Context: an optimization exercise on an open-source flow, tuned for small area. The choices shown serve that exercise and are no tape-out recipe. In this exercise RTL edits were held to simulation tests only and were not proved equivalent to the original. Power is estimated from default activity; no workload was simulated.

### flow/constraint.sdc
create_clock -name core_clock -period 20.0 [get_ports {sys_clk}]
set_input_delay 4.0000 -clock core_clock [delete_from_list [all_inputs] [get_ports {sys_clk}]]
set_output_delay 4.0000 -clock core_clock [all_outputs]
set_load 0.01 [all_outputs]
### flow/run.sh
#!/bin/bash
# synth_recipe.tcl (not shown) runs the flow's synth.tcl, then flattens the netlist and writes it again
# the make line also repeats each setting of config.mk as NAME=value (left out here)
make -C /OpenROAD-flow-scripts/flow DESIGN_CONFIG=/design/flow/config.mk WORK_HOME=/design/flow/orfs CLKGATE_MAP_FILE= SYNTH_SCRIPT=/design/flow/synth_recipe.tcl finish
### flow/design.v
module key_debounce(
    input clk,
    input rst_n,
    input key,
    output reg ev
);
    localparam [5:0] S40 = 6'b101000;
    localparam [5:0] S1  = 6'b100000;
    reg key_d0;
    reg key_d1;
    reg key_filtered;
    reg [5:0] lfsr;
    wire hit = (lfsr == S1);
    always @(posedge clk or negedge rst_n) begin
        if (!rst_n) begin
            key_d0 <= 1'b1;
            key_d1 <= 1'b1;
            key_filtered <= 1'b1;
            lfsr <= 6'd0;
            ev <= 1'b0;
        end
        else begin
            key_d0 <= key;
            key_d1 <= key_d0;
            lfsr <= (key_d1 != key_d0) ? S40 : {lfsr[4:0], lfsr[5] ^ lfsr[4]};
            if (hit)
                key_filtered <= key_d1;
            ev <= hit & key_filtered & ~key_d1;
        end
    end
endmodule
module seg_led_top(
    input sys_clk,
    input sys_rst_n,
    input [3:0] keys,
    output reg [3:0] leds,
    output reg [5:0] seg_sel,
    output reg [7:0] seg_led
);
    localparam [2:0] S_INIT        = 3'd0;
    localparam [2:0] S_NORM        = 3'd1;
    localparam [2:0] S_TUNESEL     = 3'd2;
    localparam [2:0] S_TUNING      = 3'd3;
    localparam [2:0] S_TUNEALARM   = 3'd4;
    localparam [2:0] S_ALARMTUNING = 3'd5;
    localparam [2:0] S_ALARMING    = 3'd6;
    localparam [1:0] T_NONE   = 2'd0;
    localparam [1:0] T_SECOND = 2'd1;
    localparam [1:0] T_MINUTE = 2'd2;
    localparam [1:0] T_HOUR   = 2'd3;
    localparam [16:0] MIDNIGHT = {5'd24, 6'd0, 6'd0};    
    wire clk = sys_clk;
    wire rst_n = sys_rst_n;
    function [19:0] fadd;
        input [19:0] a;
        input [19:0] b;
        reg [6:0] s;
        reg [6:0] m;
        reg c1, c2;
        begin
            s = {1'b0, a[5:0]} + {1'b0, b[5:0]};
            c1 = (s >= 7'd60);
            if (c1) s = s - 7'd60;
            m = {1'b0, a[11:6]} + {1'b0, b[11:6]} + {6'd0, c1};
            c2 = (m >= 7'd60);
            if (c2) m = m - 7'd60;
            fadd = {a[19:12] + b[19:12] + {7'd0, c2}, m[5:0], s[5:0]};
        end
    endfunction
    function [19:0] fsub;
        input [19:0] a;
        input [19:0] b;
        reg [6:0] s;
        reg [6:0] m;
        reg b1, b2;
        begin
            s = {1'b0, a[5:0]} - {1'b0, b[5:0]};
            b1 = s[6];
            if (b1) s = s + 7'd60;
            m = {1'b0, a[11:6]} - {1'b0, b[11:6]} - {6'd0, b1};
            b2 = m[6];
            if (b2) m = m + 7'd60;
            fsub = {a[19:12] - b[19:12] - {7'd0, b2}, m[5:0], s[5:0]};
        end
    endfunction
    function [16:0] finc;
        input [16:0] a;
        reg cs, cm;
        begin
            cs = (a[5:0] == 6'd59);
            cm = cs & (a[11:6] == 6'd59);
            finc[5:0]   = cs ? 6'd0 : a[5:0] + 6'd1;
            finc[11:6]  = cs ? (cm ? 6'd0 : a[11:6] + 6'd1) : a[11:6];
            finc[16:12] = cm ? a[16:12] + 5'd1 : a[16:12];
        end
    endfunction
    wire [3:0] ev;
    key_debounce u_key0 (.clk(clk), .rst_n(rst_n), .key(keys[0]), .ev(ev[0]));
    key_debounce u_key1 (.clk(clk), .rst_n(rst_n), .key(keys[1]), .ev(ev[1]));
    key_debounce u_key2 (.clk(clk), .rst_n(rst_n), .key(keys[2]), .ev(ev[2]));
    key_debounce u_key3 (.clk(clk), .rst_n(rst_n), .key(keys[3]), .ev(ev[3]));
    wire k_cancel  = (ev == 4'b0001);
    wire k_left    = (ev == 4'b0010);
    wire k_right   = (ev == 4'b0100);
    wire k_confirm = (ev == 4'b1000);
    wire k_any     = |ev;
    reg [2:0] st;
    reg [2:0] st_nx;
    reg [1:0] tune;
    reg run;
    reg reach;
    always @(*) begin
        st_nx = st;
        case (st)
            S_INIT:        if (!k_any) st_nx = S_NORM;
            S_NORM:        if (k_confirm) st_nx = S_TUNESEL;
                           else if (k_cancel) st_nx = S_TUNEALARM;
                           else if (reach) st_nx = S_ALARMING;
            S_TUNESEL:     if (k_cancel) st_nx = S_NORM;
                           else if (k_confirm) st_nx = S_TUNING;
            S_TUNING:      if (k_cancel | k_confirm) st_nx = S_TUNESEL;
            S_TUNEALARM:   if (k_confirm) st_nx = S_ALARMTUNING;
                           else if (k_cancel) st_nx = S_NORM;
            S_ALARMTUNING: if (k_cancel | k_confirm) st_nx = S_TUNEALARM;
            S_ALARMING:    if (k_any) st_nx = S_NORM;
            default:       st_nx = S_NORM;
        endcase
    end
    wire in_tuning = (st == S_TUNING);
    wire in_atuning = (st == S_ALARMTUNING);
    always @(posedge clk or negedge rst_n) begin
        if (!rst_n) begin
            st <= S_INIT;
            tune <= T_NONE;
            run <= 1'b0;
        end
        else begin
            st <= st_nx;
            if (st == S_TUNESEL || st == S_TUNEALARM) begin
                case (tune)
                    T_NONE:   tune <= T_SECOND;
                    T_SECOND: if (k_left) tune <= T_MINUTE; else if (k_right) tune <= T_HOUR;
                    T_MINUTE: if (k_left) tune <= T_HOUR;   else if (k_right) tune <= T_SECOND;
                    default:  if (k_left) tune <= T_SECOND; else if (k_right) tune <= T_MINUTE;
                endcase
            end
            else if (!(in_tuning || in_atuning))
                tune <= T_NONE;
            case (st)
                S_INIT, S_TUNESEL, S_TUNING: run <= 1'b0;
                S_NORM, S_TUNEALARM, S_ALARMTUNING, S_ALARMING: run <= 1'b1;
                default: run <= run;
            endcase
        end
    end
    reg [1:0] c4;
    reg [3:0] c11;
    reg [6:0] c125;
    reg [4:0] l31;
    reg blink;
    reg en;
    localparam [4:0] L30 = 5'b10000;    
    wire tick = (c4 == 2'd0) && (c125 == 7'd0);            
    wire p43  = (c4 == 2'd3) && (c11 == 4'd10);            
    wire p0   = (c4 == 2'd0) && (c11 == 4'd0) && en;       
    always @(posedge clk or negedge rst_n) begin
        if (!rst_n) begin
            c4 <= 2'd0;
            c11 <= 4'd0;
            c125 <= 7'd0;
            l31 <= 5'b00001;
            blink <= 1'b0;
            en <= 1'b0;
        end
        else begin
            c4 <= c4 + 2'd1;
            c11 <= (c11 == 4'd10) ? 4'd0 : c11 + 4'd1;
            c125 <= (c125 == 7'd124) ? 7'd0 : c125 + 7'd1;
            l31 <= {l31[3:0], l31[4] ^ l31[2]};
            if (c4[0] && l31 == L30)
                blink <= ~blink;
            en <= 1'b1;
        end
    end
    reg e_neg;
    reg [19:0] e_mag;
    reg [19:0] k_val;
    reg [19:0] sat_l;
    reg [19:0] sat_r;
    always @(*) begin
        case (tune)
            T_HOUR: begin
                k_val = {8'd1, 6'd0, 6'd0};
                sat_l = {8'd144, 6'd38, 6'd8};
                sat_r = {8'd144, 6'd38, 6'd9};
            end
            T_MINUTE: begin
                k_val = {8'd0, 6'd1, 6'd0};
                sat_l = {8'd145, 6'd37, 6'd8};
                sat_r = {8'd145, 6'd37, 6'd9};
            end
            default: begin
                k_val = {8'd0, 6'd0, 6'd1};
                sat_l = {8'd145, 6'd38, 6'd7};
                sat_r = {8'd145, 6'd38, 6'd8};
            end
        endcase
    end
    wire away = k_right ? ~e_neg : e_neg;
    wire mag_ge_k = (e_mag >= k_val);
    wire [19:0] mag_add = fadd(e_mag, k_val);
    wire [19:0] mag_sub = fsub(e_mag, k_val);
    wire [19:0] mag_neg = fsub(k_val, e_mag);
    wire hold_l = e_neg & (e_mag >= sat_l);
    wire hold_r = ~e_neg & (e_mag >= sat_r);
    always @(posedge clk or negedge rst_n) begin
        if (!rst_n) begin
            e_neg <= 1'b0;
            e_mag <= 20'd0;
        end
        else if ((in_tuning || in_atuning) && tune != T_NONE) begin
            if ((k_left && !hold_l) || (k_right && !hold_r)) begin
                if (away) begin
                    e_mag <= mag_add;
                end
                else if (mag_ge_k) begin
                    e_mag <= mag_sub;
                    if (mag_sub == 20'd0) e_neg <= 1'b0;
                end
                else begin
                    e_mag <= mag_neg;
                    e_neg <= ~e_neg;
                end
            end
        end
        else begin
            e_neg <= 1'b0;
            e_mag <= 20'd0;
        end
    end
    reg [17:0] abs_c;
    reg [17:0] abs_a;
    wire [17:0] mag_clamp = {|e_mag[19:17], e_mag[16:0]};
    always @(posedge clk or negedge rst_n) begin
        if (!rst_n) begin
            abs_c <= 18'd0;
            abs_a <= 18'd0;
        end
        else begin
            if (in_tuning) abs_c <= mag_clamp;
            if (in_atuning) abs_a <= mag_clamp;
        end
    end
    reg [16:0] cnt_i;
    reg [16:0] cnt_j;
    reg [16:0] cnt_tmp;
    reg [16:0] cnt_alm;
    wire [19:0] ti = {3'd0, cnt_i};
    wire [19:0] ac = {3'd0, abs_c[16:0]};
    wire [19:0] j_add = fadd(ti, ac);
    wire [19:0] j_sub = fsub(ti, ac);
    wire j_add_bad = abs_c[17] | (j_add > {3'd0, MIDNIGHT});
    wire j_sub_bad = abs_c[17] | (ti < ac);
    wire [19:0] ta = {3'd0, cnt_tmp};
    wire [19:0] aa = {3'd0, abs_a[16:0]};
    wire [19:0] a_add = fadd(ta, aa);
    wire [19:0] a_sub = fsub(ta, aa);
    wire a_add_bad = abs_a[17] | (a_add > {3'd0, MIDNIGHT});
    wire a_sub_bad = abs_a[17] | (ta < aa);
    always @(posedge clk or negedge rst_n) begin
        if (!rst_n) begin
            cnt_i <= 17'd0;
            cnt_j <= 17'd0;
            cnt_tmp <= MIDNIGHT;
            cnt_alm <= MIDNIGHT;
            reach <= 1'b0;
        end
        else begin
            if (tick) begin
                if (cnt_i != MIDNIGHT) begin
                    if (run) cnt_i <= finc(cnt_i);
                end
                else
                    cnt_i <= 17'd0;
            end
            if (in_tuning && k_confirm)
                cnt_i <= cnt_j;
            if (in_tuning) begin
                if (e_neg) begin
                    if (!j_sub_bad) cnt_j <= j_sub[16:0];
                end
                else begin
                    if (!j_add_bad) cnt_j <= j_add[16:0];
                end
            end
            else
                cnt_j <= cnt_i;
            if (in_atuning) begin
                if (e_neg)
                    cnt_alm <= a_sub_bad ? MIDNIGHT : a_sub[16:0];
                else
                    cnt_alm <= a_add_bad ? MIDNIGHT : a_add[16:0];
            end
            else
                cnt_alm <= cnt_tmp;
            if (in_atuning && k_confirm)
                cnt_tmp <= cnt_alm;
            reach <= (cnt_j == cnt_alm);
        end
    end
    reg [16:0] samp;
    reg [16:0] disp;
    wire alarm_next = (st_nx == S_TUNEALARM) || (st_nx == S_ALARMTUNING);
    wire [16:0] v = alarm_next ? cnt_alm : ((cnt_j == MIDNIGHT) ? 17'd0 : cnt_j);
    wire sel_s = ~seg_sel[0] | ~seg_sel[1];
    wire sel_m = ~seg_sel[2] | ~seg_sel[3];
    wire sel_h = ~seg_sel[4] | ~seg_sel[5];
    wire sel_tens = ~seg_sel[1] | ~seg_sel[3] | ~seg_sel[5];
    wire [5:0] fld = sel_s ? disp[5:0] : sel_m ? disp[11:6] : sel_h ? {1'b0, disp[16:12]} : 6'd0;
    wire [3:0] digit = sel_tens ? fld / 6'd10 : fld % 6'd10;
    wire dot = seg_sel[2] & seg_sel[4];
    reg [6:0] pat;
    always @(*) begin
        case (digit)
            4'd0: pat = 7'b1000000;
            4'd1: pat = 7'b1111001;
            4'd2: pat = 7'b0100100;
            4'd3: pat = 7'b0110000;
            4'd4: pat = 7'b0011001;
            4'd5: pat = 7'b0010010;
            4'd6: pat = 7'b0000010;
            4'd7: pat = 7'b1111000;
            4'd8: pat = 7'b0000000;
            default: pat = 7'b0010000;
        endcase
    end
    always @(posedge clk or negedge rst_n) begin
        if (!rst_n) begin
            samp <= 17'd0;
            disp <= 17'd0;
            seg_sel <= 6'b111111;
            seg_led <= 8'hff;
        end
        else begin
            if (p43) begin
                samp <= v;
                disp <= samp;
            end
            if (c4 == 2'd1)
                seg_sel <= {seg_sel[4:0], seg_sel[5] & ~(&seg_sel[4:0])};
            if (!p0)
                seg_led <= {dot, pat};
        end
    end
    always @(posedge clk or negedge rst_n) begin
        if (!rst_n) begin
            leds <= 4'b0001;
        end
        else begin
            case (st)
                S_INIT: leds <= 4'b0001;
                S_NORM: leds <= 4'b0010;
                S_TUNESEL, S_TUNEALARM: begin
                    case (tune)
                        T_SECOND: leds <= 4'b1100;
                        T_MINUTE: leds <= 4'b1010;
                        T_HOUR:   leds <= 4'b1001;
                        default:  leds <= 4'b1000;
                    endcase
                end
                S_TUNING, S_ALARMTUNING: leds <= 4'b1111;
                S_ALARMING: leds <= blink ? 4'b1100 : 4'b0011;
                default: leds <= leds;
            endcase
        end
    end
endmodule
### flow/config.mk
export PLATFORM = sky130hd
export DESIGN_NAME = seg_led_top
export DESIGN_NICKNAME = seg_led_top
export VERILOG_FILES = /design/flow/design.v
export SDC_FILE = /design/flow/constraint.sdc
export NUM_CORES = 4
export LEC_CHECK = 0
export CAP_MARGIN = 20
export CORE_MARGIN = 2
export CORE_UTILIZATION = 40
export SLEW_MARGIN = 20
==> reports/results.ini <==
[setup_path]
crit_path_end_kind=register
slowest_delay_ns=0.51
cp.arrival_ns=7.98
required_ns=20.42
critPathBufInv=2
slowest_stage=o31ai_4
critPathKind=reg2reg
cp_max_fo=15
critPathTopFamily=adder cells
startpoint_type=register

[floorplanning]
rows=78
ioPinCount=24
initial_core_util=0.4060
die_x_um=218.8
die-area_um2=47890
die_y_um=218.8
core_um2=45480

[yosys]
syn_area_um2=18460
synth_cell_types=98
ys_ff_latch=244
syn_nets=2265
synthFlopType=dfrtp_1
synth.avg_cell_area_um2=8.989
synthCells=2054
synth_edf_count=0
synth_warnings=2
ys_seq_area_frac=0.3329
synth-async-reset-ratio=1.000
yosys.area.top_type=dfrtp_1
yosysTopAreaCellShare=0.2873
yosys-top-cells-area=dfrtp_1, ha_1, dfstp_2, xnor2_1, o21ai_0

[sta]
fmax_mhz=132.2
setup-violations-final=0
tightest_slew_ns=0.9438
min_period_ns=7.563
skew_ns=0.01888
slew_headroom=0.3656
report.final.slew_viol_count=0
finalCritPeriodShare=0.3782
setup_tns_ns=0
hold_violations=0
rsz0062_at_grt=false

[clocking]
clockBufferDepth=3
cts_hold_buffers=0
post_cts_resized=0
cts_tree=done
clkSinkCount=244
htreeDepth=1
cts.repair_timing.setup_buffer_count=0
root_buffer=clkbuf_16
cts_buffers=29
clk_latency_ns=0.57
clk_pin_slew_ns=0.06

[pwr]
p_sw_mw=1.327
combPwrFrac=0.574
p_total_mw=2.912
ir_worst_vdd_uv=79.73
power_density_nw_per_um2=144.1
leakagePower_nw=8.905
seqPwrFrac=0.249
clkPwrFrac=0.177
switching_share=0.4556
p_int_mw=1.585

[drt]
via_count=14934
drtIter0Drc=1014
firstDrtPassIters=5
wire_per_inst_um=18.09
drc=0
via_per_inst=5.600
routed_wl_um=48250
antenna_left=0

[global_routing]
grt_max_degree=107
grtUsageTotal=0.2035
antenna_found_initial=2
grt_pass1_wl_um=78230
overflow=0
grt_pass1_vias=14449

[place]
gp_congestion=0.8971
dp_hpwl_um=35750
port_buffers=23

[final_layout]
n_fill_cell=4458
insertedDiodeCount=0
fin_nets=2255
drive_gt1_frac=0.09482
area_growth_pct=9.434

[hold_path]
hold_path.class=reg2reg

[job]
maxCapViolCount=0

[run_status]
status=no timing/DRC/antenna violations

-- through the flow --
step / hold slack [ns] / area, um2 / setup WS [ns] / cells / utilization
after floorplan: 0.3466 / 18460 / 13.67 / 2054 / -
after global placement: 0.3590 / 19270 / 12.86 / 2613 / 0.4237
after detailed placement: 0.3607 / 19270 / 12.53 / 2613 / 0.4237
after CTS: 0.3721 / 20200 / 12.50 / 2667 / 0.4442
after global routing: 0.3753 / 20200 / 11.89 / 2667 / 0.4443
final: 0.3703 / 20200 / 12.44 / 2667 / 0.4443
-- area by class of cell --
class | count | area, um2 | area share
Tap cell | 600 | 750.7 | 0.03716
Clock buffer | 39 | 813.3 | 0.04025
Timing Repair Buffer | 42 | 381.6 | 0.01889
Multi-Input combinational cell | 1558 | 11360 | 0.5622
Sequential cell | 244 | 6146 | 0.3042
Inverter | 169 | 634.4 | 0.03140
Clock inverter | 15 | 118.9 | 0.005883
-- metal layers --
metal / track usage / share of wire / vias to the layer above
met4: 0.05833 / 0.030 / 2
met3: 0.02814 / 0.041 / 94
met1: 0.2813 / 0.46 / 7294
li1: - / - / 7221
met2: 0.3325 / 0.46 / 323
met5: 0 / 0.00037 / -
-- worst paths after layout --
check                               from             to  slack [ns]  depth (start not counted)
min in group asynchronous      sys_rst_n        disp[8]        3.49                          1
min reg2reg                u_key2.key_d0  u_key2.key_d1        0.37                          0
max reg2reg                     cnt_i[2]       cnt_j[1]       12.44                         28
min                        u_key2.key_d0  u_key2.key_d1        0.37                          0
max in group asynchronous      sys_rst_n        tune[1]       15.20                          2
max                             cnt_i[2]       cnt_j[1]       12.44                         28
-- synthesized netlist by cell type (13+ instances only) --
master    count
o31ai_1      16
and3_1       18
xor2_1       39
clkbuf_1     65
and2_1       23
nor4_1       24
a21oi_1     130
a31oi_1      16
fa_1         25
mux2i_1      55
mux2_2       52
dfstp_2      32
o21a_1       20
nand4_1      16
inv_1       167
nor2_1      153
o211ai_1     23
a211oi_1     21
nor2b_1      30
o21ai_0     136
ha_1        180
dfrtp_1     212
nand3_1      44
nor3b_1      17
nand2_1     177
nand2b_1     21
nor3_1       38
a21o_1       13
o21bai_1     18
xnor2_1      88
-- worst register-to-register path: cells and delay by family (launching register included) --
kind	cells	cell delay (ns)
compound gates	11	2.04
xor+xnor	3	0.81
fa+ha+maj	6	2.25
buf+inv	2	0.42
flops	1	0.47
mux	1	0.22
simple gates	5	1.20
-- sequential cells by signal, summed over array words and instances (netlist names), 7 cells and up --
| register | flops |
|---|---|
| seg_led | 8 |
| samp | 17 |
| cnt_j | 17 |
| cnt_tmp | 17 |
| abs_a | 18 |
| cnt_alm | 17 |
| cnt_i | 17 |
| e_mag | 20 |
| disp | 17 |
| c125 | 7 |
| abs_c | 18 |
-- logic make-up after synthesis --
logic type | Yosys count | share of synthesized area
buffers and inverters | 252 | 0.05354
xor gates and xnor gates | 128 | 0.06113
other | 1 | 0.0002031
muxes | 107 | 0.06153
AOI/OAI and AO/OA | 502 | 0.1769
adders and majority gates | 205 | 0.1491
DFF | 244 | 0.3329
and+or+nand+nor | 615 | 0.1647
-- placed cells by master, fill, tap and decap left out, drive strengths merged, types with 30 or more instances in the layout --
| cell | netlist | routed |
|---|---|---|
| nand3 | 45 | 45 |
| nand2 | 177 | 177 |
| mux2i | 55 | 55 |
| nor3 | 38 | 38 |
| xnor2 | 88 | 88 |
| mux2 | 52 | 52 |
| nor2 | 153 | 153 |
| clkbuf | 66 | 39 |
| xor2 | 40 | 40 |
| dfstp | 32 | 32 |
| a21oi | 130 | 130 |
| dfrtp | 212 | 212 |
| o21ai | 138 | 138 |
| inv | 168 | 169 |
| ha | 180 | 180 |
| nor2b | 30 | 30 |
-- power by group through the flow --
stage               Combinational [mW]  Clock, mW  Sequential [mW]
finish                            1.67      0.515            0.726
global placement                  1.63          0            0.728
floorplan                         1.30          0            0.667
detailed placement                1.66          0            0.733
global route                      1.88      0.553            0.740
CTS                               1.67      0.531            0.724

re-timing with driven ports:
No port has a modelled driver above. Below, the same layout with a new extraction and two added sets of constraints. Step 1, drivers: a clkbuf_16 drives sys_clk and a buf_2 each remaining input, both assumed. Step 2 adds t to the input delays and takes it off the output delays; t is the mean of the earliest and latest rising clock arrival at the registers after step 1. Input paths then give back, and output paths get back, about the clock's delay inside the block. Three values: no drivers, after step 1, after step 2; two values: the first two.
shift t [ns]: 0.610
setup WS [ns]: 12.437 / 12.437 / 12.437
worst setup path after step 2: register to register
worst data-port slew with drivers (ns): 0.05
After both steps this run still meets setup and hold. For this run, drivers alone change the setup slack by 0.000 ns; drivers and shift together by 0.000 ns.
